From an optimization exercise on the open Yosys and OpenROAD flow, aimed at small area; shortcuts taken in it are not production practice. Function was checked by simulation only, so behaviour that the tests miss may differ from the original. The clock port is modelled as an ideal driver; clocking choices that lean on that would not hold on a real chip. Power is estimated from default activity; no workload was simulated.

## oak
## I2C_Master
module I2C_Master (
input	wire [7:0] _Data_in,
input	wire [7:0] _Reg_addr,
input	wire [6:0] _Dev_addr,
input	wire	   clk,rst,_RW_sel,
input	wire	 _SDA_in,
output	reg	 	 SDA_out,
output	reg	 	 SCL_out
);
export LEC_CHECK = 0
export ABC_AREA = 1
export CAP_MARGIN = 0
export CORE_MARGIN = 2
export CORE_UTILIZATION = 40
export SLEW_MARGIN = 0
create_clock -name core_clock -period 5.0 [get_ports {clk}]
standard.sh (not shown) runs the stock make flow with config.mk's settings and CLKGATE_MAP_FILE= SYNTH_SCRIPT=/design/flow/synth_recipe.tcl, a recipe that flattens the netlist after the stock synthesis.
==> flow/flow/run.sh <==
#!/bin/bash
# Own layout flow: the standard ORFS flow (standard.sh) with these changes.
#  - synthesis maps with an area-oriented ABC script (flow/abc_area.script:
#    strash; dch -f; amap) instead of ORFS's delay-driven one; everything else
#    in synthesis, register naming included, is ORFS's own, except that
#    adders are left to ABC as plain gates (ADDER_MAP_FILE empty)
#  - port buffers use the smallest buffer (buf_1)
#  - after floorplan every logic cell is swapped to its smallest drive
#    strength (repair_design / repair_timing upsize again where needed)
#  - CTS uses clkbuf_4 and inserts no dummy load cells
# Each tool's full output stays in orfs/logs; this script's own output goes
# to run.log in the work folder.
set -euo pipefail
W=$(pwd)
exec > "$W/run.log" 2>&1
rm -rf "$W/scripts_area"
cp -r "$FLOW_HOME/scripts" "$W/scripts_area"
cp "$W/flow/abc_area.script" "$W/scripts_area/abc_area.script"
ADDER_MAP_FILE= SCRIPTS_DIR="$W/scripts_area" bash standard.sh synth
export BUFFER_PORTS_ARGS="-buffer_cell sky130_fd_sc_hd__buf_1"
export CTS_ARGS="-sink_clustering_enable -repair_clock_nets -dont_use_dummy_load -buf_list sky130_fd_sc_hd__clkbuf_4 -root_buf sky130_fd_sc_hd__clkbuf_4"
export POST_FLOORPLAN_TCL="$W/flow/downsize.tcl"
bash standard.sh finish
Other scripts of this flow, unchanged in this note and not shown: flow/flow/abc_area.script, flow/flow/downsize.tcl
oak ran to completion and came out clean on the timing, design-rule and antenna checks.
Changes in pine relative to oak:
-- flow/config.mk --
<<< oak, line 9
export CAP_MARGIN = 0
>>> pine, line 9
export CAP_MARGIN = 20
<<< oak, line 12
export SLEW_MARGIN = 0
>>> pine, line 12
export SLEW_MARGIN = 20
==> results.txt <==
- The flow did not stop early for pine: all stages ran, and the layout cleared the timing, design-rule and antenna checks.
- pine -> oak: count of buffers inserted at the top-level ports delta 0, exact match
- Wire length after detailed routing was higher in the run labelled pine.
- Relative to oak, the detailed-route via count measured on pine has decreased slightly.
- Cmp pine vs oak: slew of the pin with the lowest slew margin lower in pine
- | worst hold slack | pine vs oak | ≈ equal |

## alpha
Starting RTL as in the previous note.
Settings: LEC_CHECK=0, ABC_AREA=1, CAP_MARGIN=0, CORE_MARGIN=2, CORE_UTILIZATION=40, SLEW_MARGIN=0; clock period 5.0 ns.
==> flow/flow/run.sh <==
#!/bin/bash
# Own layout flow: the standard ORFS flow (standard.sh) with these changes.
#  - synthesis maps with an area-oriented ABC script (flow/abc_area.script:
#    strash; dch -f; amap) instead of ORFS's delay-driven one; everything else
#    in synthesis, register naming included, is ORFS's own, except that
#    adders are left to ABC as plain gates (ADDER_MAP_FILE empty)
#  - port buffers use the smallest buffer (buf_1)
#  - after floorplan every logic cell is swapped to its smallest drive
#    strength (flow/downsize.tcl; repair_design / repair_timing upsize again
#    where needed)
#  - the clock tree is built before CTS by flow/clktree.tcl: the clock port
#    drives one clkbuf_1, which drives two clkbuf_8, each clocking half of the
#    registers (split by position); CTS then finds nothing left to buffer
# Each tool's full output stays in orfs/logs; this script's own output goes
# to run.log in the work folder.
set -euo pipefail
W=$(pwd)
exec > "$W/run.log" 2>&1
rm -rf "$W/scripts_area"
cp -r "$FLOW_HOME/scripts" "$W/scripts_area"
cp "$W/flow/abc_area.script" "$W/scripts_area/abc_area.script"
ADDER_MAP_FILE= SCRIPTS_DIR="$W/scripts_area" bash standard.sh synth
export BUFFER_PORTS_ARGS="-buffer_cell sky130_fd_sc_hd__buf_1"
export FLOW_CLKTREE="sky130_fd_sc_hd__clkbuf_1 sky130_fd_sc_hd__clkbuf_8 2"
export PRE_CTS_TCL="$W/flow/clktree.tcl"
export CTS_ARGS="-clk_nets clk -dont_use_dummy_load"
export POST_FLOORPLAN_TCL="$W/flow/downsize.tcl"
bash standard.sh finish
Other scripts of this flow, unchanged in this note and not shown: flow/flow/abc_area.script, flow/flow/clktree.tcl, flow/flow/downsize.tcl
alpha ran to completion and came out clean on the timing, design-rule and antenna checks.
Setup changes, alpha to beta
--- a/flow/flow/run.sh
+++ b/flow/flow/run.sh
@@ -7,9 +7,6 @@
 #  - port buffers use the smallest buffer (buf_1)
 #  - after floorplan every logic cell is swapped to its smallest drive
-#    strength (flow/downsize.tcl; repair_design / repair_timing upsize again
-#    where needed)
-#  - the clock tree is built before CTS by flow/clktree.tcl: the clock port
-#    drives one clkbuf_1, which drives two clkbuf_8, each clocking half of the
-#    registers (split by position); CTS then finds nothing left to buffer
+#    strength (repair_design / repair_timing upsize again where needed)
+#  - CTS uses clkbuf_4 and inserts no dummy load cells
 # Each tool's full output stays in orfs/logs; this script's own output goes
 # to run.log in the work folder.
@@ -22,5 +19,5 @@
 ADDER_MAP_FILE= SCRIPTS_DIR="$W/scripts_area" bash standard.sh synth
 export BUFFER_PORTS_ARGS="-buffer_cell sky130_fd_sc_hd__buf_1"
-export FLOW_CLKTREE="sky130_fd_sc_hd__clkbuf_1 sky130_fd_sc_hd__clkbuf_8 2"
+export FLOW_CLKTREE="sky130_fd_sc_hd__clkbuf_1 sky130_fd_sc_hd__clkbuf_4 4"
 export PRE_CTS_TCL="$W/flow/clktree.tcl"
 export CTS_ARGS="-clk_nets clk -dont_use_dummy_load"
### Flow results
No stage failed in beta, and the final checks on the layout all came back clean. Clock network fraction of design power ends up lower on alpha. On smallest hold slack, alpha and beta are basically level. Diff alpha -> beta: total chip power climbed 1.0%; area of all placed cells without fillers held.
Input-level comparison between gamma and beta:
--- a/flow/flow/run.sh
+++ b/flow/flow/run.sh
@@ -19,5 +19,5 @@
 ADDER_MAP_FILE= SCRIPTS_DIR="$W/scripts_area" bash standard.sh synth
 export BUFFER_PORTS_ARGS="-buffer_cell sky130_fd_sc_hd__buf_1"
-export FLOW_CLKTREE="sky130_fd_sc_hd__clkbuf_1 sky130_fd_sc_hd__clkbuf_4 4"
+export FLOW_CLKTREE="sky130_fd_sc_hd__clkbuf_1 sky130_fd_sc_hd__clkbuf_8 2"
 export PRE_CTS_TCL="$W/flow/clktree.tcl"
 export CTS_ARGS="-clk_nets clk -dont_use_dummy_load"
Results
- Cmp gamma vs beta: area growth from synthesis to final layout lower in gamma
- Total wire length after detailed routing: gamma < beta
- The final reports for gamma and beta show clock group share of total power lower in the former.
- Run comparison: gamma critical-path cell with the highest stage delay sky130_fd_sc_hd__nor4_2; beta critical-path cell with the highest stage delay sky130_fd_sc_hd__nor3_1
- On gamma: worst setup slack is 15 ps lower than what beta gave.

static timing again, ports no longer ideal:
Ports are ideal in the flow. The routed layouts listed here were re-timed in OpenROAD.
Step 1 (the two cells are an assumption about what drives the block):
set clk [get_ports {clk}]
set_driving_cell -lib_cell sky130_fd_sc_hd__clkbuf_16 $clk
set_driving_cell -lib_cell sky130_fd_sc_hd__buf_2 [delete_from_list [all_inputs] $clk]
Step 2 also shifts input and output timing later by t, the mid clock arrival at the registers, as if the neighbouring blocks saw the same clock.
Slacks: ideal / step 1 / step 2; pairs: ideal / step 1.
| run | t, ns | slack for setup (ns) | latest minus earliest clock arrival (ns) | worst register clock-pin slew, ns | cell pins on the clock port's net |
|---|---|---|---|---|---|
| oak | 0.359 | 2.584 / 2.584 / 2.584 | 0.020 / 0.019 | 0.11 / 0.11 | 1 |
| pine | 0.352 | 2.611 / 2.611 / 2.565 | 0.012 / 0.012 | 0.10 / 0.10 | 1 |
| alpha | 0.392 | 2.617 / 2.617 / 2.556 | 0.009 / 0.010 | 0.12 / 0.12 | 1 |
| beta | 0.458 | 2.632 / 2.632 / 2.537 | 0.003 / 0.002 | 0.10 / 0.10 | 1 |
| gamma | 0.392 | 2.617 / 2.617 / 2.556 | 0.009 / 0.010 | 0.12 / 0.12 | 1 |
After both steps every run listed still meets setup and hold. For beta, which loses most, drivers alone change the setup slack by 0.000 ns; drivers and shift together by -0.095 ns.
